Context: an optimization exercise on an open-source flow, tuned for small area. The choices shown serve that exercise and are no tape-out recipe. Only simulation tests tie the RTL to the original design; equivalence was not proved.

==> flow/design.v <==
module VGADriver(
    input            clk,
    input            rst,
    input      [7:0] S,
    input            INSIDE,
    output     [3:0] R,
    output     [3:0] G,
    output     [3:0] B,
    output reg       hsync,
    output reg       vsync,
    output     [9:0] RHQ,
    output     [9:0] RVQ
    );
    reg [9:0] hq;
    reg [9:0] vq;
    wire hend = (hq[9] & hq[8] & ~hq[6] & ~hq[5] & ~hq[4] & ~hq[3] & ~hq[2] & ~hq[1]);    
    wire vend = (~vq[9] & ~vq[8] & ~vq[6] & ~vq[5] & ~vq[3] & ~vq[1] & ~vq[0]);    
    wire [10:0] hb, vb;
    assign hb[0] = 1'b1;
    assign vb[0] = hend;
    genvar i;
    generate
        for (i = 0; i < 10; i = i + 1) begin : dec
            assign hb[i+1] = hb[i] & ~hq[i];
            assign vb[i+1] = vb[i] & ~vq[i];
        end
    endgenerate
    wire [9:0] hq_dec = hq ^ hb[9:0];
    wire [9:0] vq_dec = vq ^ vb[9:0];
    assign RHQ[0] = (hq[0]) | (hq[9] & hq[8]);
    assign RHQ[1] = (~hq[9] & hq[1]) | (~hq[8] & hq[1]);
    assign RHQ[2] = (hq[2]);
    assign RHQ[3] = (hq[3]);
    assign RHQ[4] = (hq[4]);
    assign RHQ[5] = (hq[5]) | (hq[9] & hq[8]);
    assign RHQ[6] = (hq[6]);
    assign RHQ[7] = (~hq[9] & hq[7]) | (~hq[8] & hq[7]);
    assign RHQ[8] = (~hq[9] & hq[8]);
    assign RHQ[9] = (hq[9] & ~hq[8]);
    assign RVQ[0] = (vq[0]) | (~vq[9] & ~vq[8] & ~vq[6]);
    assign RVQ[1] = (vq[1]);
    assign RVQ[2] = (vq[8] & vq[2]) | (vq[9] & vq[2]) | (vq[6] & vq[2]);
    assign RVQ[3] = (vq[3]);
    assign RVQ[4] = (vq[8] & vq[4]) | (vq[9] & vq[4]) | (vq[6] & vq[4]);
    assign RVQ[5] = (vq[5]);
    assign RVQ[6] = (vq[6]) | (~vq[9] & ~vq[8]);
    assign RVQ[7] = (vq[7]);
    assign RVQ[8] = (vq[8]);
    assign RVQ[9] = (vq[9]);
    wire h_le638 = (~hq[9] & hq[7]) | (~hq[7] & hq[6]) | (hq[9] & ~hq[8]) | (~hq[9] & hq[8]) | (~hq[9] & hq[5] & hq[1]) | (~hq[9] & hq[5] & hq[4]) | (~hq[9] & hq[5] & hq[2]) | (~hq[9] & hq[5] & hq[3]);
    wire vn_vis  = (~vq[7]) | (vq[8]) | (vq[9]) | (vq[6] & vq[5]) | (vq[6] & vq[4]) | (vq[6] & vq[2]) | (vq[6] & vq[1]) | (vq[6] & vq[3]) | (~vq[6] & ~vq[5] & ~vq[3] & ~vq[1] & ~vq[0]);    
    wire v_vis   = (~vq[7]) | (vq[8]) | (vq[9]) | (vq[6] & vq[5]) | (vq[6] & vq[4]) | (vq[6] & vq[2]) | (vq[6] & vq[0]) | (vq[6] & vq[1]) | (vq[6] & vq[3]);    
    wire vis_n = hend ? vn_vis : (h_le638 & v_vis);
    wire hs_n = (~hq[9] & hq[7]) | (~hq[7] & hq[6]) | (hq[9] & ~hq[8]) | (~hq[9] & hq[5]) | (hq[8] & ~hq[6] & ~hq[5]) | (~hq[9] & hq[4]) | (hq[8] & ~hq[6] & ~hq[4] & ~hq[2]) | (hq[7] & ~hq[6] & ~hq[4] & ~hq[3]) | (hq[7] & ~hq[6] & ~hq[4] & ~hq[1]) | (~hq[9] & hq[3] & hq[2] & hq[1] & hq[0]);
    wire vs_a = (~vq[5]) | (~vq[4]) | (vq[6]) | (~vq[7]) | (vq[3]) | (vq[8]) | (~vq[1] & vq[0]) | (vq[2] & vq[1]) | (~vq[2] & ~vq[0]);    
    wire vs_b = (~vq[5]) | (~vq[1]) | (vq[2]) | (vq[6]) | (~vq[7]) | (vq[3]) | (vq[8]) | (~vq[4]);    
    wire vs_n = hend ? vs_a : vs_b;
    reg r3, r0, g3, g2, g1, g0, b3, b0;
    reg c_r3, c_r0, c_g3, c_g2, c_g1, c_g0, c_b3, c_b0;
    always @(*) begin
        {c_r3, c_r0, c_g3, c_g2, c_g1, c_g0, c_b3, c_b0} = 8'b0;
        if (S[0])      ;
        else if (S[1]) {c_r3, c_r0, c_b3, c_b0} = 4'b1111;            
        else if (S[2]) {c_g2, c_g1} = 2'b11;                          
        else if (S[3]) c_b3 = 1'b1;                                   
        else if (S[4]) c_r3 = 1'b1;                                   
        else if (S[5]) {c_r3, c_r0, c_g3, c_g1} = 4'b1111;            
        else if (S[6]) {c_r3, c_r0, c_g3, c_g2, c_g1, c_g0} = 6'h3f;  
        else if (S[7]) {c_r3, c_r0, c_g3, c_g2, c_g1, c_g0, c_b3, c_b0} = 8'hff;
        else           {c_r3, c_r0} = {INSIDE, INSIDE};               
    end
    always @(posedge clk) begin
        if (rst) begin
            hq <= 10'd672;
            vq <= 10'd672;
            {r3, r0, g3, g2, g1, g0, b3, b0} <= 8'b1000_0000;
            hsync <= 1'b1;
            vsync <= 1'b1;
        end else begin
            hq <= hend ? 10'd672 : hq_dec;
            vq <= (hend & vend) ? 10'd672 : vq_dec;
            {r3, r0, g3, g2, g1, g0, b3, b0} <= vis_n ?
                {c_r3, c_r0, c_g3, c_g2, c_g1, c_g0, c_b3, c_b0} : 8'b0;
            hsync <= hs_n;
            vsync <= vs_n;
        end
    end
    assign R = {r3, r0, r0, r0};
    assign G = {g3, g2, g1, g0};
    assign B = {b3, b0, b3, b0};
endmodule
module DisplayDriver #(
    parameter [10:0] KH = 11'd672,
    parameter [10:0] KV = 11'd672
    )(
    input            CLK,
    input            RST,
    input      [9:0] HQ,
    input      [9:0] VQ,
    input      [9:0] SnakeX,
    input      [9:0] SnakeY,
    input      [1:0] SnakeDir,
    output reg       INSIDE
    );
    wire [10:0] sh, sv;
    RippleAdd10 addh(.A(HQ), .B(SnakeX), .S(sh));
    RippleAdd10 addv(.A(VQ), .B(SnakeY), .S(sv));
    wire h_m24_m1 = (sh >= KH + 11'd1)  && (sh <= KH + 11'd24);
    wire h_m4_4   = (sh >= KH - 11'd4)  && (sh <= KH + 11'd4);
    wire h_1_24   = (sh >= KH - 11'd24) && (sh <= KH - 11'd1);
    wire v_m24_m1 = (sv >= KV + 11'd1)  && (sv <= KV + 11'd24);
    wire v_m4_4   = (sv >= KV - 11'd4)  && (sv <= KV + 11'd4);
    wire v_1_24   = (sv >= KV - 11'd24) && (sv <= KV - 11'd1);
    wire x_ge5  = (SnakeX >= 10'd5);
    wire x_ge25 = (SnakeX >= 10'd25);
    wire y_ge5  = (SnakeY >= 10'd5);
    wire y_ge25 = (SnakeY >= 10'd25);
    reg hin, vin;
    always @(*) begin
        case (SnakeDir)
            2'b00: begin  
                hin = x_ge25 & h_m24_m1;
                vin = y_ge5  & v_m4_4;
            end
            2'b01: begin  
                hin = x_ge5  & h_m4_4;
                vin = y_ge25 & v_m24_m1;
            end
            2'b10: begin  
                hin = h_1_24;
                vin = y_ge5  & v_m4_4;
            end
            default: begin  
                hin = x_ge5  & h_m4_4;
                vin = v_1_24;
            end
        endcase
    end
    always @(posedge CLK) begin
        if (RST)
            INSIDE <= 1'b0;
        else
            INSIDE <= hin & vin;
    end
endmodule
module RippleAdd10(
    input  [9:0]  A,
    input  [9:0]  B,
    output [10:0] S
    );
    wire [10:0] c;
    assign c[0] = 1'b0;
    genvar i;
    generate
        for (i = 0; i < 10; i = i + 1) begin : add
            assign S[i]   = A[i] ^ B[i] ^ c[i];
            assign c[i+1] = (A[i] & B[i]) | ((A[i] ^ B[i]) & c[i]);
        end
    endgenerate
    assign S[10] = c[10];
endmodule
module snake_vga(
    input        clk,
    input        rst,
    input        S0,
    input        S1,
    input        S2,
    input        S3,
    input        S4,
    input        S5,
    input        S6,
    input        S7,
    input  [9:0] XPOS,
    input  [9:0] YPOS,
    input  [1:0] SNDIR,
    output [3:0] R_VAL,
    output [3:0] G_VAL,
    output [3:0] B_VAL,
    output       hSYNC,
    output       vSYNC
    );
    localparam [9:0] KH = 10'd672;
    localparam [9:0] KV = 10'd672;
    wire [9:0] RHQ;
    wire [9:0] RVQ;
    wire       INSIDE;
    DisplayDriver #(.KH({1'b0, KH}), .KV({1'b0, KV})) DDriver(
        .CLK(clk), .RST(rst), .HQ(RHQ), .VQ(RVQ),
        .SnakeX(XPOS), .SnakeY(YPOS), .SnakeDir(SNDIR), .INSIDE(INSIDE));
    VGADriver MonitorDriver(
        .clk(clk), .rst(rst), .S({S7, S6, S5, S4, S3, S2, S1, S0}),
        .INSIDE(INSIDE), .R(R_VAL), .G(G_VAL), .B(B_VAL),
        .hsync(hSYNC), .vsync(vSYNC), .RHQ(RHQ), .RVQ(RVQ));
endmodule
export LEC_CHECK = 0
export CAP_MARGIN = 20
export CORE_MARGIN = 2
export CORE_UTILIZATION = 40
export SLEW_MARGIN = 20
export SYNTH_HIERARCHICAL = 1
create_clock -name core_clock -period 10.0 [get_ports {clk}]
standard.sh (not shown) runs the stock make flow with config.mk's settings and CLKGATE_MAP_FILE= SYNTH_SCRIPT=/design/flow/synth_recipe.tcl, a recipe that flattens the netlist after the stock synthesis.
==> flow/flow/run.sh <==
#!/bin/bash
# Standard ORFS layout, with the smallest buffer on every port and a clock tree
# of small clock buffers without dummy loads.
set -euo pipefail
export BUFFER_PORTS_ARGS="-buffer_cell sky130_fd_sc_hd__buf_1"
export CTS_ARGS="-sink_clustering_enable -repair_clock_nets -dont_use_dummy_load -buf_list {sky130_fd_sc_hd__clkbuf_2 sky130_fd_sc_hd__clkbuf_4 sky130_fd_sc_hd__clkbuf_8}"
bash standard.sh finish > standard_flow.log 2>&1
The baseline ran to the end with no violations.
Rerun with:
==> flow/run.sh (new file) <==
#!/bin/bash
# synth_recipe.tcl (not shown) runs the flow's synth.tcl, then flattens the netlist and writes it again
# the make line also repeats each setting of config.mk as NAME=value (left out here)
make -C /OpenROAD-flow-scripts/flow DESIGN_CONFIG=/design/flow/config.mk WORK_HOME=/design/flow/orfs CLKGATE_MAP_FILE= SYNTH_SCRIPT=/design/flow/synth_recipe.tcl finish
removed: flow/flow/run.sh
removed: flow/standard.sh
What happened:
- design area came out higher by 12%
- worst hold slack got worse by 0.0084 ns
- final cell count came out higher by 0.80%
- register-to-register slack improved by 0.03 ns
- global-route usage came out higher by 0.98 points

==> afterwards: timing with drivers on the ports <==
No port has a modelled driver above. Below, the same layouts with a new extraction and two added sets of constraints.
Step 1 assumes that a clkbuf_16 drives the clock port and a buf_2 every other input.
Step 2, shift: input delay + t, output delay - t, t = (earliest + latest rising clock arrival at the registers) / 2. This alone moves slack from input paths to output paths.
a / b / c = ideal ports / drivers / drivers and shift; a / b = the first two.
| run | t (ns) | slack for setup (ns) | clock arrival spread, ns | pins driven straight from the clock port |
|---|---|---|---|---|
| the first run | 0.307 | 3.049 / 3.056 / 2.748 | 0.019 / 0.019 | 1 |
| the second run | 0.307 | 2.707 / 2.711 / 2.404 | 0.007 / 0.007 | 1 |
After both steps setup and hold are still met in every run listed. The setup slack of the second run, which loses most, moves by +0.004 ns with the drivers and by -0.303 ns with both steps.
